Context: an optimization exercise on an open-source flow, tuned for small area. The choices shown serve that exercise and are no tape-out recipe.
In this exercise RTL edits were held to simulation tests only and were not proved equivalent to the original.

$ cat design/flow/config.mk
export PLATFORM = sky130hd
export DESIGN_NAME = macrow4
export DESIGN_NICKNAME = macrow4
export VERILOG_FILES = /design/flow/design.v
export SDC_FILE = /design/flow/constraint.sdc
export NUM_CORES = 4
export LEC_CHECK = 0
export ABC_AREA = 1
export CAP_MARGIN = 20
export CELL_PAD_IN_SITES_DETAIL_PLACEMENT = 1
export CELL_PAD_IN_SITES_GLOBAL_PLACEMENT = 1
export CORE_MARGIN = 2
export CORE_UTILIZATION = 40
export PLACE_DENSITY = 0.45
export SLEW_MARGIN = 20
export SYNTH_HIERARCHICAL = 1
$ cat design/flow/constraint.sdc
create_clock -name core_clock -period 24.0 [get_ports {clk}]
set_input_delay 4.8000 -clock core_clock [delete_from_list [all_inputs] [get_ports {clk}]]
set_output_delay 4.8000 -clock core_clock [all_outputs]
set_load 0.01 [all_outputs]
$ cat design/flow/design.v
module LZdetect2(
	IN,
	VALID,
	POSITION
);
	input [1:0] IN;
	output VALID, POSITION;
	assign VALID = IN[1] | IN[0];
	assign POSITION = ~IN[1];
endmodule
module LZdetect4(
	IN,
	VALID,
	POSITION
);
	input [3:0] IN;
	output VALID;
	output [1:0] POSITION;
	wire V_Upper, V_Lower, P_Upper, P_Lower;
	LZdetect2 u32 (IN[3:2], V_Upper, P_Upper);
	LZdetect2 u10 (IN[1:0], V_Lower, P_Lower);
	assign VALID = V_Upper | V_Lower;
	assign POSITION[1] = ~V_Upper;
	assign POSITION[0] = V_Upper? P_Upper : P_Lower;
endmodule
module LZdetect8(
	IN,
	VALID,
	POSITION
);
	input [7:0] IN;
	output VALID;
	output [2:0] POSITION;
	wire V_Upper, V_Lower;
	wire [1:0] P_Upper, P_Lower;
	LZdetect4 u32 (IN[7:4], V_Upper, P_Upper);
	LZdetect4 u10 (IN[3:0], V_Lower, P_Lower);
	assign VALID = V_Upper | V_Lower;
	assign POSITION[2] = ~V_Upper;
	assign POSITION[1:0] = V_Upper? P_Upper : P_Lower;
endmodule
module FP_NORM(
	input [15:0] in_i,
	output [15:0] out_o                
);
	wire [4:0] E = in_i[14:10];
	wire [9:0] M = in_i[9:0];
	reg [3:0] lz;
	integer k;
	always @* begin
		lz = 4'd0;
		for (k = 0; k < 10; k = k + 1)
			if (M[k]) lz = 4'd9 - k[3:0];
	end
	wire [9:0] Msh = M << lz;           
	wire nz = |E;
	wire [5:0] q = nz ? {1'b1, E} : ((|M) ? (6'd32 - {2'b00, lz}) : 6'd0);
	wire [9:0] m = nz ? M : {Msh[8:0], 1'b0};
	assign out_o = {q, ~m};
endmodule
module FP_MUL(
	input [16:0] opA_i, opB_i,
	input [9:0] mA_i,                   
	input [12:0] m3A_i,                 
	input [2:0] fA_i,                   
	output [15:0] MUL_o
);
	wire sA = opA_i[16], sB = opB_i[16];
	wire [5:0] qA = opA_i[15:10], qB = opB_i[15:10];
	wire sat  = fA_i[2] | (&qB);
	wire zero = fA_i[1] | ~(qB[5] | qB[4]);
	wire denA = fA_i[0];
	wire denB = ~qB[5] | ~(|qB[4:0]);
	wire sign = sA ^ sB;
	wire [12:0] nPh;
	MULR4 um(.x(mA_i), .nx(opA_i[9:0]), .nw(opB_i[9:0]), .x3(m3A_i), .np(nPh));
	wire [12:0] Ph = ~nPh;
	wire lzn = ~Ph[12];
	genvar i;
	wire [6:0] qs;
	wire [6:0] cq;
	HA_CELL hq(.a(qA[0]), .b(qB[0]), .s(qs[0]), .co(cq[1]));
	generate for (i = 1; i < 6; i = i + 1) begin : g_q
		FA_CELL fq(.a(qA[i]), .b(qB[i]), .c(cq[i]), .s(qs[i]), .co(cq[i+1]));
	end endgenerate
	assign qs[6] = cq[6];
	wire [7:0] K = {6'b101100, ~lzn, lzn};
	wire [7:0] qx = {1'b0, qs};
	wire [7:0] Ep;
	wire [8:0] ck;
	assign ck[0] = 1'b0;
	generate for (i = 0; i < 8; i = i + 1) begin : g_k
		assign Ep[i] = qx[i] ^ K[i] ^ ck[i];
		assign ck[i+1] = (qx[i] & K[i]) | (ck[i] & (qx[i] ^ K[i]));
	end endgenerate
	wire lz0 = ~denA & ~denB & Ph[12];
	wire Epos = ~Ep[7] & (|Ep[6:0]);
	wire Ege31 = ~Ep[7] & ((|Ep[6:5]) | (&Ep[4:0]));
	wire den = ~lz0 & ~Epos;
	wire [4:0] expo = lz0 ? (Ege31 ? 5'd31 : Ep[4:0]) : (Epos ? Ep[4:0] : 5'd0);
	wire [6:0] nq = ~qs;
	wire [6:0] k80 = 7'd81;
	wire [6:0] am;
	wire [7:0] ca;
	assign ca[0] = 1'b0;
	generate for (i = 0; i < 7; i = i + 1) begin : g_am
		assign am[i] = nq[i] ^ k80[i] ^ ca[i];
		assign ca[i+1] = (nq[i] & k80[i]) | (ca[i] & (nq[i] ^ k80[i]));
	end endgenerate
	wire big = |am[6:4];
	wire [3:0] amt = den ? (am[3:0] | {4{big}}) : {3'b000, Ph[12]};
	wire [12:0] r1 = amt[0] ? {1'b0, Ph[12:1]} : Ph;
	wire [12:0] r2 = amt[1] ? {2'b0, r1[12:2]} : r1;
	wire [12:0] r3 = amt[2] ? {4'b0, r2[12:4]} : r2;
	wire [11:0] r4 = amt[3] ? {4'b0, r3[12:8]} : r3[11:0];
	wire [11:0] D = r4;
	wire [10:0] X11 = D[11:1];
	wire rb = D[0];
	wire [11:0] T;
	wire [11:0] cr;
	assign cr[0] = rb;
	generate for (i = 0; i < 10; i = i + 1) begin : g_r
		HA_CELL hr(.a(X11[i]), .b(cr[i]), .s(T[i]), .co(cr[i+1]));
	end endgenerate
	assign T[10] = X11[10] ^ cr[10];
	assign T[11] = 1'b0;               
	wire ovf = rb & ~(|(X11 & T[10:0]));
	wire [9:0] Mo = ovf ? T[10:1] : T[9:0];
	assign MUL_o = sat ? 16'h7C00 : (zero ? {sign, 15'b0} : {sign, expo, Mo});
endmodule
module MULR4(input [9:0] x, nx, nw, input [12:0] x3, output [12:0] np);
	wire s1_0 = nw[1] & ~nw[0];    
	wire s2_0 = nw[0] & ~nw[1];    
	wire s3_0 = ~(nw[1] | nw[0]);   
	wire s1_1 = nw[3] & ~nw[2];    
	wire s2_1 = nw[2] & ~nw[3];    
	wire s3_1 = ~(nw[3] | nw[2]);   
	wire s1_2 = nw[5] & ~nw[4];    
	wire s2_2 = nw[4] & ~nw[5];    
	wire s3_2 = ~(nw[5] | nw[4]);   
	wire s1_3 = nw[7] & ~nw[6];    
	wire s2_3 = nw[6] & ~nw[7];    
	wire s3_3 = ~(nw[7] | nw[6]);   
	wire s1_4 = nw[9] & ~nw[8];    
	wire s2_4 = nw[8] & ~nw[9];    
	wire s3_4 = ~(nw[9] | nw[8]);   
	wire np0_0 = ~((s1_0 & x[0]) | (s3_0 & x3[0]));
	wire np0_1 = ~((s1_0 & x[1]) | (s2_0 & x[0]) | (s3_0 & x3[1]));
	wire np0_2 = ~((s1_0 & x[2]) | (s2_0 & x[1]) | (s3_0 & x3[2]));
	wire np0_3 = ~((s1_0 & x[3]) | (s2_0 & x[2]) | (s3_0 & x3[3]));
	wire np0_4 = ~((s1_0 & x[4]) | (s2_0 & x[3]) | (s3_0 & x3[4]));
	wire np0_5 = ~((s1_0 & x[5]) | (s2_0 & x[4]) | (s3_0 & x3[5]));
	wire np0_6 = ~((s1_0 & x[6]) | (s2_0 & x[5]) | (s3_0 & x3[6]));
	wire np0_7 = ~((s1_0 & x[7]) | (s2_0 & x[6]) | (s3_0 & x3[7]));
	wire np0_8 = ~((s1_0 & x[8]) | (s2_0 & x[7]) | (s3_0 & x3[8]));
	wire np0_9 = ~((s1_0 & x[9]) | (s2_0 & x[8]) | (s3_0 & x3[9]));
	wire np0_10 = ~(s1_0 | (s2_0 & x[9]) | (s3_0 & x3[10]));
	wire np0_11 = ~(s2_0 | (s3_0 & x3[11]));
	wire np0_12 = ~((s3_0 & x3[12]));
	wire np1_0 = ~((s1_1 & x[0]) | (s3_1 & x3[0]));
	wire np1_1 = ~((s1_1 & x[1]) | (s2_1 & x[0]) | (s3_1 & x3[1]));
	wire np1_2 = ~((s1_1 & x[2]) | (s2_1 & x[1]) | (s3_1 & x3[2]));
	wire np1_3 = ~((s1_1 & x[3]) | (s2_1 & x[2]) | (s3_1 & x3[3]));
	wire np1_4 = ~((s1_1 & x[4]) | (s2_1 & x[3]) | (s3_1 & x3[4]));
	wire np1_5 = ~((s1_1 & x[5]) | (s2_1 & x[4]) | (s3_1 & x3[5]));
	wire np1_6 = ~((s1_1 & x[6]) | (s2_1 & x[5]) | (s3_1 & x3[6]));
	wire np1_7 = ~((s1_1 & x[7]) | (s2_1 & x[6]) | (s3_1 & x3[7]));
	wire np1_8 = ~((s1_1 & x[8]) | (s2_1 & x[7]) | (s3_1 & x3[8]));
	wire np1_9 = ~((s1_1 & x[9]) | (s2_1 & x[8]) | (s3_1 & x3[9]));
	wire np1_10 = ~(s1_1 | (s2_1 & x[9]) | (s3_1 & x3[10]));
	wire np1_11 = ~(s2_1 | (s3_1 & x3[11]));
	wire np1_12 = ~((s3_1 & x3[12]));
	wire np2_0 = ~((s1_2 & x[0]) | (s3_2 & x3[0]));
	wire np2_1 = ~((s1_2 & x[1]) | (s2_2 & x[0]) | (s3_2 & x3[1]));
	wire np2_2 = ~((s1_2 & x[2]) | (s2_2 & x[1]) | (s3_2 & x3[2]));
	wire np2_3 = ~((s1_2 & x[3]) | (s2_2 & x[2]) | (s3_2 & x3[3]));
	wire np2_4 = ~((s1_2 & x[4]) | (s2_2 & x[3]) | (s3_2 & x3[4]));
	wire np2_5 = ~((s1_2 & x[5]) | (s2_2 & x[4]) | (s3_2 & x3[5]));
	wire np2_6 = ~((s1_2 & x[6]) | (s2_2 & x[5]) | (s3_2 & x3[6]));
	wire np2_7 = ~((s1_2 & x[7]) | (s2_2 & x[6]) | (s3_2 & x3[7]));
	wire np2_8 = ~((s1_2 & x[8]) | (s2_2 & x[7]) | (s3_2 & x3[8]));
	wire np2_9 = ~((s1_2 & x[9]) | (s2_2 & x[8]) | (s3_2 & x3[9]));
	wire np2_10 = ~(s1_2 | (s2_2 & x[9]) | (s3_2 & x3[10]));
	wire np2_11 = ~(s2_2 | (s3_2 & x3[11]));
	wire np2_12 = ~((s3_2 & x3[12]));
	wire np3_0 = ~((s1_3 & x[0]) | (s3_3 & x3[0]));
	wire np3_1 = ~((s1_3 & x[1]) | (s2_3 & x[0]) | (s3_3 & x3[1]));
	wire np3_2 = ~((s1_3 & x[2]) | (s2_3 & x[1]) | (s3_3 & x3[2]));
	wire np3_3 = ~((s1_3 & x[3]) | (s2_3 & x[2]) | (s3_3 & x3[3]));
	wire np3_4 = ~((s1_3 & x[4]) | (s2_3 & x[3]) | (s3_3 & x3[4]));
	wire np3_5 = ~((s1_3 & x[5]) | (s2_3 & x[4]) | (s3_3 & x3[5]));
	wire np3_6 = ~((s1_3 & x[6]) | (s2_3 & x[5]) | (s3_3 & x3[6]));
	wire np3_7 = ~((s1_3 & x[7]) | (s2_3 & x[6]) | (s3_3 & x3[7]));
	wire np3_8 = ~((s1_3 & x[8]) | (s2_3 & x[7]) | (s3_3 & x3[8]));
	wire np3_9 = ~((s1_3 & x[9]) | (s2_3 & x[8]) | (s3_3 & x3[9]));
	wire np3_10 = ~(s1_3 | (s2_3 & x[9]) | (s3_3 & x3[10]));
	wire np3_11 = ~(s2_3 | (s3_3 & x3[11]));
	wire np3_12 = ~((s3_3 & x3[12]));
	wire np4_0 = ~((s1_4 & x[0]) | (s3_4 & x3[0]));
	wire np4_1 = ~((s1_4 & x[1]) | (s2_4 & x[0]) | (s3_4 & x3[1]));
	wire np4_2 = ~((s1_4 & x[2]) | (s2_4 & x[1]) | (s3_4 & x3[2]));
	wire np4_3 = ~((s1_4 & x[3]) | (s2_4 & x[2]) | (s3_4 & x3[3]));
	wire np4_4 = ~((s1_4 & x[4]) | (s2_4 & x[3]) | (s3_4 & x3[4]));
	wire np4_5 = ~((s1_4 & x[5]) | (s2_4 & x[4]) | (s3_4 & x3[5]));
	wire np4_6 = ~((s1_4 & x[6]) | (s2_4 & x[5]) | (s3_4 & x3[6]));
	wire np4_7 = ~((s1_4 & x[7]) | (s2_4 & x[6]) | (s3_4 & x3[7]));
	wire np4_8 = ~((s1_4 & x[8]) | (s2_4 & x[7]) | (s3_4 & x3[8]));
	wire np4_9 = ~((s1_4 & x[9]) | (s2_4 & x[8]) | (s3_4 & x3[9]));
	wire np4_10 = ~(s1_4 | (s2_4 & x[9]) | (s3_4 & x3[10]));
	wire np4_11 = ~(s2_4 | (s3_4 & x3[11]));
	wire np4_12 = ~((s3_4 & x3[12]));
	wire t1 = ~(np0_8 ^ np1_6);
	wire t2 = np0_8 | np1_6;
	wire t3, t4;
	FA_CELL f_t3(.a(np0_9), .b(np1_7), .c(np2_5), .s(t3), .co(t4));
	wire t5, t6;
	FA_CELL f_t5(.a(np0_10), .b(np1_8), .c(np2_6), .s(t5), .co(t6));
	wire t7 = ~(np3_4 ^ np4_2);
	wire t8 = np3_4 | np4_2;
	wire t9, t10;
	FA_CELL f_t9(.a(np0_11), .b(np1_9), .c(np2_7), .s(t9), .co(t10));
	wire t11, t12;
	FA_CELL f_t11(.a(np3_5), .b(np4_3), .c(nx[1]), .s(t11), .co(t12));
	wire t13, t14;
	FA_CELL f_t13(.a(np0_12), .b(np1_10), .c(np2_8), .s(t13), .co(t14));
	wire t15, t16;
	FA_CELL f_t15(.a(np3_6), .b(np4_4), .c(nx[2]), .s(t15), .co(t16));
	wire t17, t18;
	FA_CELL f_t17(.a(np1_11), .b(np2_9), .c(np3_7), .s(t17), .co(t18));
	wire t19 = ~(np4_5 ^ nx[3]);
	wire t20 = np4_5 | nx[3];
	wire t21, t22;
	FA_CELL f_t21(.a(np1_12), .b(np2_10), .c(np3_8), .s(t21), .co(t22));
	wire t23 = ~(np4_6 ^ nx[4]);
	wire t24 = np4_6 | nx[4];
	wire t25, t26;
	FA_CELL f_t25(.a(np2_11), .b(np3_9), .c(np4_7), .s(t25), .co(t26));
	wire t27 = ~(np2_12 ^ np3_10);
	wire t28 = np2_12 | np3_10;
	wire t29 = ~(np0_6 ^ np1_4);
	wire t30 = np0_6 | np1_4;
	wire t31, t32;
	FA_CELL f_t31(.a(np0_7), .b(np1_5), .c(np2_3), .s(t31), .co(t32));
	wire t33, t34;
	FA_CELL f_t33(.a(t1), .b(np2_4), .c(np3_2), .s(t33), .co(t34));
	wire t35, t36;
	FA_CELL f_t35(.a(t2), .b(t3), .c(np3_3), .s(t35), .co(t36));
	wire t37, t38;
	FA_CELL f_t37(.a(t4), .b(t5), .c(t7), .s(t37), .co(t38));
	wire t39, t40;
	FA_CELL f_t39(.a(t6), .b(t8), .c(t9), .s(t39), .co(t40));
	wire t41, t42;
	FA_CELL f_t41(.a(t10), .b(t12), .c(t13), .s(t41), .co(t42));
	wire t43, t44;
	FA_CELL f_t43(.a(t14), .b(t16), .c(t17), .s(t43), .co(t44));
	wire t45, t46;
	FA_CELL f_t45(.a(t18), .b(t20), .c(t21), .s(t45), .co(t46));
	wire t47, t48;
	FA_CELL f_t47(.a(t22), .b(t24), .c(t25), .s(t47), .co(t48));
	wire t49, t50;
	FA_CELL f_t49(.a(t26), .b(t27), .c(np4_8), .s(t49), .co(t50));
	wire t51, t52;
	FA_CELL f_t51(.a(t28), .b(np3_11), .c(np4_9), .s(t51), .co(t52));
	wire t53 = ~(np3_12 ^ np4_10);
	wire t54 = np3_12 | np4_10;
	wire t55 = ~(np0_4 ^ np1_2);
	wire t56 = np0_4 | np1_2;
	wire t57, t58;
	FA_CELL f_t57(.a(np0_5), .b(np1_3), .c(np2_1), .s(t57), .co(t58));
	wire t59, t60;
	FA_CELL f_t59(.a(t29), .b(np2_2), .c(np3_0), .s(t59), .co(t60));
	wire t61, t62;
	FA_CELL f_t61(.a(t30), .b(t31), .c(np3_1), .s(t61), .co(t62));
	wire t63, t64;
	FA_CELL f_t63(.a(t32), .b(t33), .c(np4_0), .s(t63), .co(t64));
	wire t65, t66;
	FA_CELL f_t65(.a(t34), .b(t35), .c(np4_1), .s(t65), .co(t66));
	wire t67, t68;
	FA_CELL f_t67(.a(t36), .b(t37), .c(nx[0]), .s(t67), .co(t68));
	wire t69, t70;
	FA_CELL f_t69(.a(t38), .b(t39), .c(t11), .s(t69), .co(t70));
	wire t71, t72;
	FA_CELL f_t71(.a(t40), .b(t41), .c(t15), .s(t71), .co(t72));
	wire t73, t74;
	FA_CELL f_t73(.a(t42), .b(t43), .c(t19), .s(t73), .co(t74));
	wire t75, t76;
	FA_CELL f_t75(.a(t44), .b(t45), .c(t23), .s(t75), .co(t76));
	wire t77, t78;
	FA_CELL f_t77(.a(t46), .b(t47), .c(nx[5]), .s(t77), .co(t78));
	wire t79, t80;
	FA_CELL f_t79(.a(t48), .b(t49), .c(nx[6]), .s(t79), .co(t80));
	wire t81, t82;
	FA_CELL f_t81(.a(t50), .b(t51), .c(nx[7]), .s(t81), .co(t82));
	wire t83, t84;
	FA_CELL f_t83(.a(t52), .b(t53), .c(nx[8]), .s(t83), .co(t84));
	wire t85, t86;
	FA_CELL f_t85(.a(t54), .b(np4_11), .c(nx[9]), .s(t85), .co(t86));
	wire t87 = ~np4_12;
	wire t88 = np4_12;
	wire t89 = np0_2 | np1_0;
	wire t90 = (np0_3 & np1_1) | (t89 & (np0_3 | np1_1));
	wire t91 = (t55 & np2_0) | (t90 & (t55 | np2_0));
	wire t92 = (t56 & t57) | (t91 & (t56 | t57));
	wire t93 = (t58 & t59) | (t92 & (t58 | t59));
	wire t94 = (t60 & t61) | (t93 & (t60 | t61));
	wire t95 = (t62 & t63) | (t94 & (t62 | t63));
	wire t97;
	FA_CELL f_t96(.a(t64), .b(t65), .c(t95), .s(np[0]), .co(t97));
	wire t99;
	FA_CELL f_t98(.a(t66), .b(t67), .c(t97), .s(np[1]), .co(t99));
	wire t101;
	FA_CELL f_t100(.a(t68), .b(t69), .c(t99), .s(np[2]), .co(t101));
	wire t103;
	FA_CELL f_t102(.a(t70), .b(t71), .c(t101), .s(np[3]), .co(t103));
	wire t105;
	FA_CELL f_t104(.a(t72), .b(t73), .c(t103), .s(np[4]), .co(t105));
	wire t107;
	FA_CELL f_t106(.a(t74), .b(t75), .c(t105), .s(np[5]), .co(t107));
	wire t109;
	FA_CELL f_t108(.a(t76), .b(t77), .c(t107), .s(np[6]), .co(t109));
	wire t111;
	FA_CELL f_t110(.a(t78), .b(t79), .c(t109), .s(np[7]), .co(t111));
	wire t113;
	FA_CELL f_t112(.a(t80), .b(t81), .c(t111), .s(np[8]), .co(t113));
	wire t115;
	FA_CELL f_t114(.a(t82), .b(t83), .c(t113), .s(np[9]), .co(t115));
	wire t117;
	FA_CELL f_t116(.a(t84), .b(t85), .c(t115), .s(np[10]), .co(t117));
	wire t119;
	FA_CELL f_t118(.a(t86), .b(t87), .c(t117), .s(np[11]), .co(t119));
	assign np[12] = ~(t88 ^ t119);
	wire t121 = t88 | t119;
endmodule
module FP_ADD(
	input [15:0] opA_i, opB_i,
	output [15:0] ADD_o
);
	wire SA = opA_i[15], SB = opB_i[15];
	wire [4:0] EA = opA_i[14:10], EB = opB_i[14:10];
	wire sat = (&EA) | (&EB);
	wire [15:0] cg;
	assign cg[0] = 1'b1;
	genvar i;
	generate for (i = 0; i < 15; i = i + 1) begin : g_cmp
		assign cg[i+1] = (opA_i[i] & ~opB_i[i]) | (cg[i] & (opA_i[i] | ~opB_i[i]));
	end endgenerate
	wire a_ge = cg[15];
	wire [14:0] big = a_ge ? opA_i[14:0] : opB_i[14:0];
	wire [14:0] sml = a_ge ? opB_i[14:0] : opA_i[14:0];
	wire Sbig = a_ge ? SA : SB;
	wire [4:0] Ebig = big[14:10];
	wire [4:0] Esml = sml[14:10];
	wire sub = SA ^ SB;
	wire [5:0] cd;
	wire [4:0] d;
	assign cd[0] = 1'b1;
	generate for (i = 0; i < 5; i = i + 1) begin : g_d
		FA_CELL fd(.a(Ebig[i]), .b(~Esml[i]), .c(cd[i]), .s(d[i]), .co(cd[i+1]));
	end endgenerate
	wire hA = |EA, hB = |EB;
	wire [10:0] ssig = {hA & hB, sml[9:0]};
	wire [12:0] a0 = {ssig, 2'b00};
	wire [12:0] a1 = d[0] ? {1'b0, a0[12:1]} : a0;
	wire [12:0] a2 = d[1] ? {2'b0, a1[12:2]} : a1;
	wire [12:0] a3 = d[2] ? {4'b0, a2[12:4]} : a2;
	wire [12:0] a4 = d[3] ? {8'b0, a3[12:8]} : a3;
	wire [13:0] smlw = d[4] ? 14'd0 : {1'b0, a4};
	reg sticky;
	integer j;
	always @* begin
		sticky = 1'b0;
		for (j = 0; j < 11; j = j + 1)
			if ((d >= j + 3) && (d <= j + 10)) sticky = sticky | ssig[j];
	end
	wire [13:0] bigw = {1'b0, hA | hB, big[9:0], 2'b00};
	wire [13:0] y = smlw ^ {14{sub}};
	wire [13:0] cm;
	wire [13:0] MR;
	assign cm[0] = sub & ~sticky;
	assign MR[0] = y[0] ^ cm[0];
	assign cm[1] = y[0] & cm[0];
	HA_CELL hm1(.a(y[1]), .b(cm[1]), .s(MR[1]), .co(cm[2]));
	generate for (i = 2; i < 13; i = i + 1) begin : g_add
		FA_CELL fm(.a(bigw[i]), .b(y[i]), .c(cm[i]), .s(MR[i]), .co(cm[i+1]));
	end endgenerate
	assign MR[13] = y[13] ^ cm[13];
	wire mrzero = ~(|MR);
	wire z8 = ~(|MR[13:6]);
	wire [13:0] n1 = z8 ? {MR[5:0], 8'b0} : MR;
	wire z4 = ~(|n1[13:10]);
	wire [13:0] n2 = z4 ? {n1[9:0], 4'b0} : n1;
	wire z2 = ~(|n2[13:12]);
	wire [13:0] n3 = z2 ? {n2[11:0], 2'b0} : n2;
	wire z1 = ~n3[13];
	wire [13:0] n4 = z1 ? {n3[12:0], 1'b0} : n3;
	wire [3:0] lz = {z8, z4, z2, z1};
	wire [11:0] N = n4[13:2];           
	wire [6:0] eb1 = {2'b00, Ebig};
	wire [6:0] nlz = ~{3'b000, lz};
	wire [7:0] ce;
	wire [6:0] Es;
	assign ce[0] = 1'b0;
	wire [6:0] two = 7'd2;
	wire [6:0] t1;
	wire [7:0] ct;
	assign ct[0] = 1'b0;
	generate for (i = 0; i < 7; i = i + 1) begin : g_es
		assign t1[i] = eb1[i] ^ nlz[i] ^ ct[i];
		assign ct[i+1] = (eb1[i] & nlz[i]) | (ct[i] & (eb1[i] ^ nlz[i]));
	end endgenerate
	generate for (i = 0; i < 7; i = i + 1) begin : g_es2
		assign Es[i] = t1[i] ^ two[i] ^ ce[i];
		assign ce[i+1] = (t1[i] & two[i]) | (ce[i] & (t1[i] ^ two[i]));
	end endgenerate
	wire Epos = ~Es[6] & (|Es[5:0]);
	wire lzz = ~(|lz);
	wire norm = lzz | Epos;
	wire [10:0] ci;
	wire [9:0] Mn;
	assign ci[0] = N[0];
	generate for (i = 0; i < 9; i = i + 1) begin : g_rnd
		HA_CELL hr(.a(N[i+1]), .b(ci[i]), .s(Mn[i]), .co(ci[i+1]));
	end endgenerate
	assign Mn[9] = N[10] ^ ci[9];
	wire Es0 = ~(|Es);
	wire Esm1 = &Es;
	wire all11 = &N[10:1];
	wire [9:0] Md = Es0 ? {8'b0, all11, ~all11} : {9'b0, Esm1 & (&N[10:2])};
	wire [4:0] ebp1;
	wire [5:0] cp;
	assign cp[0] = 1'b1;
	generate for (i = 0; i < 5; i = i + 1) begin : g_ep
		assign ebp1[i] = Ebig[i] ^ cp[i];
		assign cp[i+1] = Ebig[i] & cp[i];
	end endgenerate
	wire [4:0] expo = lzz ? ebp1 : (Epos ? Es[4:0] : 5'd0);
	wire [9:0] Mo = mrzero ? 10'd0 : (norm ? Mn : Md);
	wire [4:0] Eo = mrzero ? 5'd0 : expo;
	wire So = Sbig & ~(sub & mrzero);
	assign ADD_o = sat ? 16'h7C00 : {So, Eo, Mo};
endmodule
module FP_ADD0(
	input [15:0] opA_i,
	output [15:0] ADD_o
);
	wire [4:0] EA = opA_i[14:10];
	wire [9:0] MA = opA_i[9:0];
	assign ADD_o = (&EA) ? 16'h7C00 :
	               (|EA) ? opA_i : {opA_i[15] & (|MA), 14'b0, &MA};
endmodule
module FA_CELL(input a, b, c, output s, co);
	assign s = a ^ b ^ c;
	assign co = (a & b) | (c & (a ^ b));
endmodule
module HA_CELL(input a, b, output s, co);
	assign s = a ^ b;
	assign co = a & b;
endmodule
module macrow4(
	input clk, 
	input reset_n, 
	input enX, 
	input [3:0] enW, 
	input [15:0] X_i, W_i,
	output valid_o, 
	output [15:0] Y_o
);
	wire [15:0] xq, wq;
	FP_NORM nx(.in_i(X_i), .out_o(xq));
	FP_NORM nw(.in_i(W_i), .out_o(wq));
	wire [16:0] xn = {X_i[15], xq};
	wire [16:0] wn = {W_i[15], wq};
	reg [16:0] Xin;
	reg [16:0] W0, W1, W2, W3;
	reg [15:0] M0, M1, M2, M3;
	reg [15:0] S0, S1, S2, S3;
	reg [2:0] count;
	reg v1, v2;
	always @(posedge clk)
		if (enX) Xin <= xn;
	always @(posedge clk or negedge reset_n) begin
		if (~reset_n) begin
			W0 <= 17'd0;
			W1 <= 17'd0;
			W2 <= 17'd0;
			W3 <= 17'd0;
		end else begin
			case (enW)
				4'b0001: W0 <= wn;
				4'b0010: W1 <= wn;
				4'b0100: W2 <= wn;
				4'b1000: W3 <= wn;
				default: ;
			endcase
		end
	end
	wire [9:0] xm = ~Xin[9:0];
	wire [10:0] xa = {1'b1, xm};
	wire [12:0] x3;
	wire [11:0] c3;
	assign x3[0] = xa[0];
	HA_CELL h3(.a(xa[1]), .b(xa[0]), .s(x3[1]), .co(c3[2]));
	genvar g;
	generate for (g = 2; g < 10; g = g + 1) begin : g_x3
		FA_CELL f3(.a(xa[g]), .b(xa[g-1]), .c(c3[g]), .s(x3[g]), .co(c3[g+1]));
	end endgenerate
	assign x3[10] = ~(xa[9] ^ c3[10]);
	assign c3[11] = xa[9] | c3[10];
	assign x3[11] = ~c3[11];
	assign x3[12] = c3[11];
	wire [5:0] xqq = Xin[15:10];
	wire [2:0] xf = {&xqq, ~(xqq[5] | xqq[4]), ~xqq[5] | ~(|xqq[4:0])};
	wire [15:0] m0, m1, m2, m3, s0, s1, s2, s3;
	FP_MUL u1(.opA_i(Xin), .opB_i(W0), .mA_i(xm), .m3A_i(x3), .fA_i(xf), .MUL_o(m0));
	FP_MUL u2(.opA_i(Xin), .opB_i(W1), .mA_i(xm), .m3A_i(x3), .fA_i(xf), .MUL_o(m1));
	FP_MUL u3(.opA_i(Xin), .opB_i(W2), .mA_i(xm), .m3A_i(x3), .fA_i(xf), .MUL_o(m2));
	FP_MUL u4(.opA_i(Xin), .opB_i(W3), .mA_i(xm), .m3A_i(x3), .fA_i(xf), .MUL_o(m3));
	wire [4:0] e0 = M0[14:10];
	assign s0 = (&e0) ? 16'h7C00 : (|e0) ? M0 : {M0[15] & (|M0[9:0]), 14'b0, &M0[9:0]};
	FP_ADD  a2(.opA_i(M1), .opB_i(S0), .ADD_o(s1));
	FP_ADD  a3(.opA_i(M2), .opB_i(S1), .ADD_o(s2));
	FP_ADD  a4(.opA_i(M3), .opB_i(S2), .ADD_o(s3));
	always @(posedge clk) begin
		M0 <= m0;
		M1 <= m1;
		M2 <= m2;
		M3 <= m3;
		S0 <= s0;
		S1 <= s1;
		S2 <= s2;
		S3 <= s3;
	end
	always @(posedge clk or negedge reset_n) begin
		if (~reset_n) begin
			count <= 3'd0;
			v1 <= 1'b0;
			v2 <= 1'b0;
		end else begin
			if (enX && !count[2]) count <= count + 3'd1;
			v1 <= count[2];
			v2 <= v1;
		end
	end
	assign valid_o = v2;
	assign Y_o = S3;
endmodule
$ cat design/flow/flow/run.sh
#!/bin/bash
set -o pipefail
here=$(pwd)
cp standard.sh standard_sh.copy.log
rm -rf "$here/scripts_mod"
cp -r "$FLOW_HOME/scripts" "$here/scripts_mod"
cp "$here/flow/abc_area.script" "$here/scripts_mod/abc_area.script"
export SCRIPTS_DIR="$here/scripts_mod"
export BUFFER_PORTS_ARGS="-buffer_cell sky130_fd_sc_hd__buf_1"
export CTS_ARGS="-sink_clustering_enable -repair_clock_nets -dont_use_dummy_load -buf_list sky130_fd_sc_hd__clkbuf_16 -sink_clustering_size 26 -sink_clustering_max_diameter 100"
bash standard.sh > standard.log 2>&1
status=$?
cp -r orfs/logs tool_logs 2>/dev/null
exit $status
$ cat design/flow/flow/abc_area.script
strash
dc2
dch -f
amap
topo
$ cat design/flow/standard.sh
#!/bin/bash
# synth_recipe.tcl (not shown) runs the flow's synth.tcl, then flattens the netlist and writes it again
# the make line also repeats each setting of config.mk as NAME=value (left out here)
make -C /OpenROAD-flow-scripts/flow DESIGN_CONFIG=/design/flow/config.mk WORK_HOME=/design/flow/orfs CLKGATE_MAP_FILE= SYNTH_SCRIPT=/design/flow/synth_recipe.tcl "${@:-finish}"
==> metrics.cfg, run 1 <==
[status]
status=no timing/DRC/antenna violations

[cts]
cts_num_sinks=218
clk_latency_ns=0.55
cts_resized=0
cts_buffers=18
cts_root_buf=clkbuf_16
cts_setup_buffers=0
htree_levels=1
cts_tree=yes
clk_pin_slew_ns=0.09
clockBufferDepth=3
ctsHoldBuffers=0

[detailed_routing]
drtAntennaViolNets=0
vias=26800
drt-total-wl_um=97700
remaining_drc_errors=0
wire_per_inst_um=22.9
viasPerCell=6.29
drt_iter0_drc=3020
firstDrtPassIters=14

[critical_path]
cp-start-kind=flip-flop
crit_family=adder cells
crit_buf_inv=8
r2r_start=Xin[1]$_DFFE_PP_
r2r_slack_ns=3.56
crit_slowest_cell=a2111oi_2
cp_max_fo=13
cp_common_cell=fa_1
setup.worst_path.class=reg2reg
worst_r2r_endpoint=M1[0]$_DFF_P_
reg2reg_depth=66
end_kind=flip-flop
critPathMaxStageDelay_ns=0.85
worstPathArrival_ns=20.87
cp.required_ns=24.43

[cells_and_area]
syn_to_final_growth_pct=8.12
final_area_um2=29200
num_antenna_cells=0
layout-drive-gt1-share_pct=2.30
fin_nets=3902

[logic_synthesis]
synth_compound_area_share_pct=30.7
synth-seq-cells=218
synthCells=3279
synth_cell_types=51
yosysWarningCount=9
syn-cell-area_um2=27000
yosysTopAreaCell=fa_1
synth_top_area_share_pct=20.6
synth_area_leaders=fa_1 (21%), dfxtp_1 (9.5%), ha_1 (8.8%)
synth_top_family_by_area=compound AO/OA/AOI/OAI gates
synth_fa_ha_area_share_pct=29.3
seq_area_frac_synth_pct=18.2
synth_xor_area_share_pct=0
postSynthAreaPerCell_um2=8.23
async_reset_ff_share_pct=33.5
synthMuxAreaShare_pct=0
synthFlopType=dfxtp_1
synth-simple-area-share_pct=14.7
synth-edff-count=17
syn-num-nets=3784

[floorplanning]
die_h_um=264
start_util_pct=40.3
core-area_um2=66900
ios=56
fp.dieArea_um2=69500
die_w_um=264
rows=95

[timing]
setup_viol=0
final_max_slew_viol_count=0
rsz0062_at_grt=false
tns_ns=0
period_minus_slack_ns=20.44
skew_ns=0.0639
slew_headroom_pct=21.1
fmax_mhz=48.9
finalCritPeriodShare_pct=85.2
worstMarginPinSlew_ns=1.18
hold_viol=0

[place]
place_congestion=0.904
place_area_um2=28700
port_buffers=55
dp_hpwl_um=77500

[min_path]
hp-start=v1$_DFF_PN0_
worstHoldPathType=reg2reg
min_to=v2$_DFF_PN0_
whs_path_depth=0

[global_routing]
antenna_found_initial=0
grt_pass1_wl_um=157000
overflow=0
track_usage_pct=27.7
grt_pass1_vias=27700
grt_max_degree=67

[flow_run]
maxCapViolCount=0

## through the flow
step	hold WS (ns)	util, %	std cells	worst slack, ns
global placement	0.335	42.9	4250	4.37
global route	0.373	43.6	4268	2.39
detailed placement	0.350	42.9	4250	3.62
finish	0.355	43.6	4268	3.56
CTS	0.360	43.5	4268	3.63
floorplan	0.331	-	3279	4.03
## synthesized netlist by cell type (10+ instances only)
cell       count
nor3_1        81
dfxtp_1      128
o221a_1       43
o31ai_1       29
nor2b_1       49
or3_1         15
dfrtp_1       73
o21ai_0      177
o221ai_1      24
a22oi_1       31
a2111oi_0     20
o22ai_1      235
a31oi_1       23
a22o_1        12
nand2_1      234
o22a_1        39
fa_1         277
a222oi_1     182
o32ai_1       14
a21oi_1      212
o32a_1        10
clkinv_1     506
nor4_1        27
nand3_1       35
nand4_1       13
or2_0         15
o21bai_1      13
nor2_1       426
edfxtp_1      17
a21o_1        12
a211oi_1      18
ha_1         189
## worst max-delay path by stage
stage                                start            end  slack [ns]  depth (start not counted)
after CTS                 Xin[1]$_DFFE_PP_  M2[1]$_DFF_P_        3.63                         62
final                     Xin[1]$_DFFE_PP_  M1[0]$_DFF_P_        3.56                         66
after detailed placement  Xin[1]$_DFFE_PP_  M2[1]$_DFF_P_        3.62                         62
after global placement    Xin[1]$_DFFE_PP_  M1[8]$_DFF_P_        4.37                         63
after global routing      Xin[1]$_DFFE_PP_  M1[5]$_DFF_P_        2.39                         66
after floorplan           Xin[0]$_DFFE_PP_  M0[0]$_DFF_P_        4.03                         62
## registers in the layout, indices dropped and copies added (netlist names)
name and flops:
W0 17, W1 17, W2 17, W3 17, Xin 17, M0 16
M1 16, M2 16, M3 16, S0 16, S1 16, S2 16
S3 16, count 3, v1 1, v2 1
## cell usage in the layout (no fill, tap or decap), types with 128 or more instances in the layout
master / instances
clkinv_1: 506
nor2_1: 426
fa_1: 277
o22ai_1: 235
nand2_1: 234
a21oi_1: 212
ha_1: 189
a222oi_1: 182
o21ai_0: 169
dfxtp_1: 128
## Yosys stat by module, one instance, submodules excluded
module | cell area, um2 | copies in the design | cells | flops+latches
macrow4 | 5910 | 1 | 443 | 218
FP_ADD | 2060 | 3 | 381 | 0
FP_MUL | 960 | 4 | 146 | 0
MULR4 | 958 | 4 | 146 | 0
FP_NORM | 495 | 2 | 93 | 0
FA_CELL | 20.0 | 264 | 1 | 0
HA_CELL | 12.5 | 75 | 1 | 0
## cell families (layout without fill, tap and decap cells)
kind of cell,Yosys count,in the layout
AOI/OAI and AO/OA,1162,1162
adders and majority gates,466,466
buffers and inverters,511,627
DFF,218,218
other,3,3
and+or+nand+nor,919,919
## routing by layer
metal | track usage [%] | share of wire, % | vias to the layer above | wire length [um]
li1 | - | - | 12500 | -
met2 | 47.0 | 47 | 898 | 45700
met5 | 0 | 0 | - | 0
met4 | 8.43 | 3.4 | 0 | 3350
met3 | 2.45 | 5.1 | 162 | 4960
met1 | 37.5 | 45 | 13200 | 43700
## cell type report
cell class              instances  area, um2
multi-input cells            2550      20300
inverters                     506       1900
repair buffers                103        571
clock buffers                  18        450
well taps                     873       1090
flip-flops and latches        218       4900
fillers                      8063      37700
==> inputs of run 2 (changes only) <==
--- a/design/flow/config.mk
+++ b/design/flow/config.mk
@@ -8,9 +8,9 @@
 export ABC_AREA = 1
 export CAP_MARGIN = 20
 export CELL_PAD_IN_SITES_DETAIL_PLACEMENT = 1
-export CELL_PAD_IN_SITES_GLOBAL_PLACEMENT = 1
+export CELL_PAD_IN_SITES_GLOBAL_PLACEMENT = 2
 export CORE_MARGIN = 2
-export CORE_UTILIZATION = 40
-export PLACE_DENSITY = 0.45
+export CORE_UTILIZATION = 30
+export PLACE_DENSITY = 0.35
 export SLEW_MARGIN = 20
 export SYNTH_HIERARCHICAL = 1
==> run 2 against run 1 <==
Global-route usage shrank 4.7 points. Via count shrank 0.37%. Non-clock buffer count grew 14. First-iteration DRC count shrank 23%. Critical endpoint is now M0[2]$_DFF_P_. Largest cell class unchanged. Highest routed layer is now met5.
==> metrics.cfg, run 2 <==
[status]
status=no timing/DRC/antenna violations

[logic_synthesis]
synth_top_area_share_pct=20.6
syn-cell-area_um2=27000
synth_cell_types=51
yosysTopAreaCell=fa_1
seq_area_frac_synth_pct=18.2
async_reset_ff_share_pct=33.5
synth_common_cells=clkinv_1 (506), nor2_1 (426), fa_1 (277)
yosysWarningCount=9
synth_most_common_cell=clkinv_1
synthCells=3279
synth-seq-cells=218
syn-num-nets=3784
synthFlopType=dfxtp_1
postSynthAreaPerCell_um2=8.23
synth-edff-count=17
synth_area_leaders=fa_1 (21%), dfxtp_1 (9.5%), ha_1 (8.8%)

[critical_path]
crit_family=adder cells
cp_max_fo=38
end_kind=flip-flop
critPathMaxStageDelay_ns=0.82
crit_slowest_cell=a2111oi_2
crit_buf_inv=8
cp-start-kind=flip-flop
cp_common_cell=fa_1
worstPathArrival_ns=21.50
cp.required_ns=24.46
setup.worst_path.class=reg2reg

[detailed_routing]
drt_iter0_drc=2322
remaining_drc_errors=0
drt-total-wl_um=109000
viasPerCell=5.84
vias=26700
drtAntennaViolNets=0
firstDrtPassIters=12
wire_per_inst_um=23.8

[timing]
setup_viol=0
skew_ns=0.0436
worstMarginPinSlew_ns=1.10
hold_viol=0
rsz0062_at_grt=false
fmax_mhz=47.5
tns_ns=0
slew_headroom_pct=26.5
finalCritPeriodShare_pct=87.7
final_max_slew_viol_count=0
period_minus_slack_ns=21.04

[place]
place_congestion=0.879
dp_hpwl_um=86500
port_buffers=55
dp_cells=4556
place_area_um2=29200

[cts]
cts_root_buf=clkbuf_16
clockBufferDepth=3
clk_latency_ns=0.58
cts_num_sinks=218
clk_pin_slew_ns=0.08
htree_levels=1
cts_buffers=22
cts_resized=0
cts_setup_buffers=0
ctsHoldBuffers=0
cts_tree=yes

[cells_and_area]
mostFrequentLayoutCell=clkinv_1
fillers=10500
syn_to_final_growth_pct=10.2
multi_input_area_um2=20200
postLayoutCoreUtil_pct=33.5
final_area_um2=29700
seqCellArea_um2=4900
num_antenna_cells=0
fin_nets=3920
final_cell_mix=clkinv_1 (506), nor2_1 (426), fa_1 (277)
instances_no_fill=4578
layout-drive-gt1-share_pct=2.84

[global_routing]
track_usage_pct=23.0
grt_max_degree=50
antenna_found_initial=1
grt_pass1_wl_um=168000
grt_pass1_vias=27800
overflow=0

[floorplanning]
rows=109
die_h_um=304
start_util_pct=30.4
ios=56
die_w_um=304
fp.dieArea_um2=92400
core-area_um2=88800

[flow_run]
maxCapViolCount=0

[min_path]
worstHoldPathType=reg2reg

-- run 2: cell counts after synthesis --
Identical to the previous run, type by type.
-- run 2: final timing paths --
| check | end | depth (start not counted) | start | slack [ns] |
|---|---|---|---|---|
| min | v2$_DFF_PN0_ | 0 | v1$_DFF_PN0_ | 0.35 |
| min reg2reg | v2$_DFF_PN0_ | 0 | v1$_DFF_PN0_ | 0.35 |
| max in group asynchronous | W1[11]$_DFFE_PN0N_ | 2 | reset_n | 18.67 |
| min in group asynchronous | W3[3]$_DFFE_PN0N_ | 1 | reset_n | 4.24 |
| max reg2reg | M0[2]$_DFF_P_ | 65 | Xin[1]$_DFFE_PP_ | 2.96 |
| max | M0[2]$_DFF_P_ | 65 | Xin[1]$_DFFE_PP_ | 2.96 |
-- run 2: cells by family (layout without fill, tap and decap cells) --
group,after synthesis,count (layout),share of synthesized area [%]
adder cells (fa/ha/maj),466,466,29.3
AND/OR/NAND/NOR,919,919,14.7
other,3,3,0.0417
flip-flops,218,218,18.2
buffers and inverters,511,645,7.11
AO/OA/AOI/OAI,1162,1162,30.7
-- run 2: layout make-up --
cell class / instances / area share [%]
inverter: 506 / 6.39
tap: 1165 / 4.90
clock buffer: 22 / 1.85
multi-input combinational: 2550 / 68.1
timing repair buffer: 117 / 2.27
sequential: 218 / 16.5
-- run 2: per-module statistics from Yosys (local to each module, per instance), a selection --
module   cells  cell area, um2  flops+latches
HA_CELL      1            12.5              0
FA_CELL      1            20.0              0
FP_NORM     93             495              0
macrow4    443            5910            218
FP_MUL     146             960              0
MULR4      146             958              0
-- run 2: per-layer routing --
metal	track usage (%)	wire length, um	vias up
met3	2.59	4760	111
met2	38.9	50800	665
met1	31.3	50700	13400
met4	5.40	2620	2
li1	-	-	12600
met5	0	8	-
-- run 2: stage by stage --
step | setup WS [ns] | hold WS (ns)
global placement | 3.54 | 0.333
global route | 1.86 | 0.366
CTS | 3.13 | 0.352
finish | 2.96 | 0.350
detailed placement | 3.23 | 0.338
floorplan | 4.03 | 0.331
==> inputs of run 3 (changes only) <==
--- a/design/flow/design.v
+++ b/design/flow/design.v
@@ -60,7 +60,6 @@
 endmodule
 module FP_MUL(
 	input [16:0] opA_i, opB_i,
-	input [9:0] mA_i,                   
 	input [12:0] m3A_i,                 
 	input [2:0] fA_i,                   
 	output [15:0] MUL_o
@@ -73,7 +72,8 @@
 	wire denB = ~qB[5] | ~(|qB[4:0]);
 	wire sign = sA ^ sB;
 	wire [12:0] nPh;
-	MULR4 um(.x(mA_i), .nx(opA_i[9:0]), .nw(opB_i[9:0]), .x3(m3A_i), .np(nPh));
+	wire [9:0] mA = ~opA_i[9:0];
+	MULR4 um(.x(mA), .nx(opA_i[9:0]), .nw(opB_i[9:0]), .x3(m3A_i), .np(nPh));
 	wire [12:0] Ph = ~nPh;
 	wire lzn = ~Ph[12];
 	genvar i;
@@ -511,10 +511,10 @@
 	wire [5:0] xqq = Xin[15:10];
 	wire [2:0] xf = {&xqq, ~(xqq[5] | xqq[4]), ~xqq[5] | ~(|xqq[4:0])};
 	wire [15:0] m0, m1, m2, m3, s0, s1, s2, s3;
-	FP_MUL u1(.opA_i(Xin), .opB_i(W0), .mA_i(xm), .m3A_i(x3), .fA_i(xf), .MUL_o(m0));
-	FP_MUL u2(.opA_i(Xin), .opB_i(W1), .mA_i(xm), .m3A_i(x3), .fA_i(xf), .MUL_o(m1));
-	FP_MUL u3(.opA_i(Xin), .opB_i(W2), .mA_i(xm), .m3A_i(x3), .fA_i(xf), .MUL_o(m2));
-	FP_MUL u4(.opA_i(Xin), .opB_i(W3), .mA_i(xm), .m3A_i(x3), .fA_i(xf), .MUL_o(m3));
+	FP_MUL u1(.opA_i(Xin), .opB_i(W0), .m3A_i(x3), .fA_i(xf), .MUL_o(m0));
+	FP_MUL u2(.opA_i(Xin), .opB_i(W1), .m3A_i(x3), .fA_i(xf), .MUL_o(m1));
+	FP_MUL u3(.opA_i(Xin), .opB_i(W2), .m3A_i(x3), .fA_i(xf), .MUL_o(m2));
+	FP_MUL u4(.opA_i(Xin), .opB_i(W3), .m3A_i(x3), .fA_i(xf), .MUL_o(m3));
 	wire [4:0] e0 = M0[14:10];
 	assign s0 = (&e0) ? 16'h7C00 : (|e0) ? M0 : {M0[15] & (|M0[9:0]), 14'b0, &M0[9:0]};
 	FP_ADD  a2(.opA_i(M1), .opB_i(S0), .ADD_o(s1));
--- a/design/flow/config.mk
+++ b/design/flow/config.mk
@@ -8,9 +8,9 @@
 export ABC_AREA = 1
 export CAP_MARGIN = 20
 export CELL_PAD_IN_SITES_DETAIL_PLACEMENT = 1
-export CELL_PAD_IN_SITES_GLOBAL_PLACEMENT = 2
+export CELL_PAD_IN_SITES_GLOBAL_PLACEMENT = 1
 export CORE_MARGIN = 2
-export CORE_UTILIZATION = 30
-export PLACE_DENSITY = 0.35
+export CORE_UTILIZATION = 40
+export PLACE_DENSITY = 0.45
 export SLEW_MARGIN = 20
 export SYNTH_HIERARCHICAL = 1
==> run 3 against run 2 <==
Wire length fell by 11%. Via count is 1.0% higher. Highest routed layer is now met4.
==> metrics.cfg, run 3 <==
[cells_and_area]
final_cell_mix=clkinv_1 (546), nor2_1 (414), fa_1 (277)
instances_no_fill=4290
fillers=8210
mostFrequentLayoutCell=clkinv_1
num_antenna_cells=0
postLayoutCoreUtil_pct=43.5
fin_nets=3924
syn_to_final_growth_pct=7.88
layout-drive-gt1-share_pct=2.14

[timing]
final_max_slew_viol_count=0
period_minus_slack_ns=20.45
fmax_mhz=48.9
setup_ws_ns=3.55
slew_headroom_pct=18.5
tns_ns=0
hold_viol=0
worstMarginPinSlew_ns=1.22
setup_viol=0
skew_ns=0.0755
finalHoldWorstSlack_ns=0.359
finalCritPeriodShare_pct=85.2
rsz0062_at_grt=false

[min_path]
worstHoldPathType=reg2reg
hp-start=v1$_DFF_PN0_
min_to=v2$_DFF_PN0_
whs_path_depth=0

[logic_synthesis]
syn-num-nets=3812
synth_area_leaders=fa_1 (20%), dfxtp_1 (9.5%), ha_1 (8.7%)
synth_fa_ha_area_share_pct=29.2
synth-seq-cells=218
synth_most_common_cell=clkinv_1
yosysTopAreaCell=fa_1
synth_top_area_share_pct=20.5
synthMuxAreaShare_pct=0
synth_xor_area_share_pct=0
synth_common_cells=clkinv_1 (546), nor2_1 (414), fa_1 (277)
synth-simple-area-share_pct=14.4
syn-cell-area_um2=27100
yosysWarningCount=9
synth_compound_area_share_pct=30.6
synth_cell_types=51
seq_area_frac_synth_pct=18.1
postSynthAreaPerCell_um2=8.19
synth-edff-count=17
async_reset_ff_share_pct=33.5
synthCells=3307
synth_top_family_by_area=compound AO/OA/AOI/OAI gates
synthFlopType=dfxtp_1

[critical_path]
critPathMaxStageDelay_ns=0.90
end_kind=flip-flop
cp.required_ns=24.45
setup.worst_path.class=reg2reg
cp_max_fo=20
crit_slowest_cell=a2111oi_2
r2r_slack_ns=3.55
worst_r2r_endpoint=M1[7]$_DFF_P_
reg2reg_depth=68
cp-start-kind=flip-flop
worstPathArrival_ns=20.90
r2r_start=Xin[0]$_DFFE_PP_
cp_common_cell=fa_1

[floorplanning]
ios=56
fp.dieArea_um2=69800
die_w_um=264
rows=95
die_h_um=264
core-area_um2=67200
start_util_pct=40.3

[cts]
ctsHoldBuffers=0
clk_pin_slew_ns=0.09
cts_root_buf=clkbuf_16
htree_levels=1
clockBufferDepth=3
cts_tree=yes
cts_buffers=18
clk_latency_ns=0.56
cts_num_sinks=218
cts_resized=0
cts_setup_buffers=0

[detailed_routing]
viasPerCell=6.30
firstDrtPassIters=11
remaining_drc_errors=0
drt_iter0_drc=2836
drtAntennaViolNets=0
drt-total-wl_um=97100
wire_per_inst_um=22.6
vias=27000

[place]
place_congestion=0.933
dp_slack_ns=3.68
dp_cells=4270
port_buffers=55
dp_hpwl_um=77900

[global_routing]
track_usage_pct=27.3
antenna_found_initial=0
grt_max_degree=66
overflow=0
grt_pass1_wl_um=155000
grt_pass1_vias=27600

[flow_run]
maxCapViolCount=0

[status]
status=no timing/DRC/antenna violations

-- run 3: per-layer routing --
layer  vias up  track usage (%)  part of all wire, %
met5         -                0                    0
met4         0             6.94                  2.7
met3       130             2.88                  5.1
met2       875             46.5                   47
met1     13400             37.1                   45
li1      12600                -                    -
-- run 3: final cells by class --
type | instances | area (um2) | share of cell area (%)
multi-input cells | 2538 | 20200 | 69.2
flip-flops and latches | 218 | 4900 | 16.8
inverters | 546 | 2050 | 7.01
well taps | 873 | 1090 | 3.74
repair buffers | 97 | 520 | 1.78
clock buffers | 18 | 450 | 1.54
-- run 3: how the worst max path moves through the flow --
stage                          start             to  slack [ns]
floorplan           Xin[0]$_DFFE_PP_  M0[0]$_DFF_P_        4.59
global placement    Xin[1]$_DFFE_PP_  M3[5]$_DFF_P_        4.32
detailed placement  Xin[0]$_DFFE_PP_  M0[3]$_DFF_P_        3.68
CTS                 Xin[0]$_DFFE_PP_  M0[3]$_DFF_P_        3.65
global route        Xin[0]$_DFFE_PP_  M1[7]$_DFF_P_        2.52
finish              Xin[0]$_DFFE_PP_  M1[7]$_DFF_P_        3.55
-- run 3: cell families after synthesis --
family	Yosys count
AOI/OAI and AO/OA	1162
buffers and inverters	551
other	3
adders and majority gates	466
and+or+nand+nor	907
DFF	218
-- run 3: critical path, delay by kind of cell, from the launching register on --
kind	cells	cell delay (ns)
AO/OA/AOI/OAI	10	3.51
buffers and inverters	9	1.60
flip-flops	1	0.78
AND/OR/NAND/NOR	7	1.35
adder cells (fa/ha/maj)	42	13.13
-- run 3: per-module statistics from Yosys (local to each module, per instance) --
| module | cells inside | cell area [um2] |
|---|---|---|
| FA_CELL | 1 | 20.0 |
| FP_ADD | 381 | 2060 |
| FP_MUL | 153 | 986 |
| FP_NORM | 93 | 495 |
| HA_CELL | 1 | 12.5 |
| MULR4 | 146 | 958 |
| macrow4 | 443 | 5910 |
-- run 3: metrics by stage --
stage                     instance area, um2
final                                  29200
after floorplan                        27100
after global placement                 28700
after global routing                   29200
after detailed placement               28700
after CTS                              29200

-- re-timing with driven ports --
Ports are ideal in the flow. The routed layouts listed here were re-timed in OpenROAD.
Step 1 assumes that a clkbuf_16 drives the clock port and a buf_2 every other input.
Step 2 moves the port delays by t, midway between the first and last clock arrival at a register: inputs arrive t later, outputs are due t later. That takes back most of the time a late clock gives input paths.
Three values: no drivers, after step 1, after step 2; two values: the first two.
run | shift t [ns] | setup slack, ns | worst setup path at the end | worst register clock-pin slew, ns
run 1 | 0.589 | 3.557 / 3.557 / 3.557 | register to register | 0.09 / 0.09
run 2 | 0.622 | 2.958 / 2.958 / 2.958 | register to register | 0.08 / 0.08
run 3 | 0.591 | 3.547 / 3.547 / 3.547 | register to register | 0.10 / 0.10
After both steps every run listed still meets setup and hold.
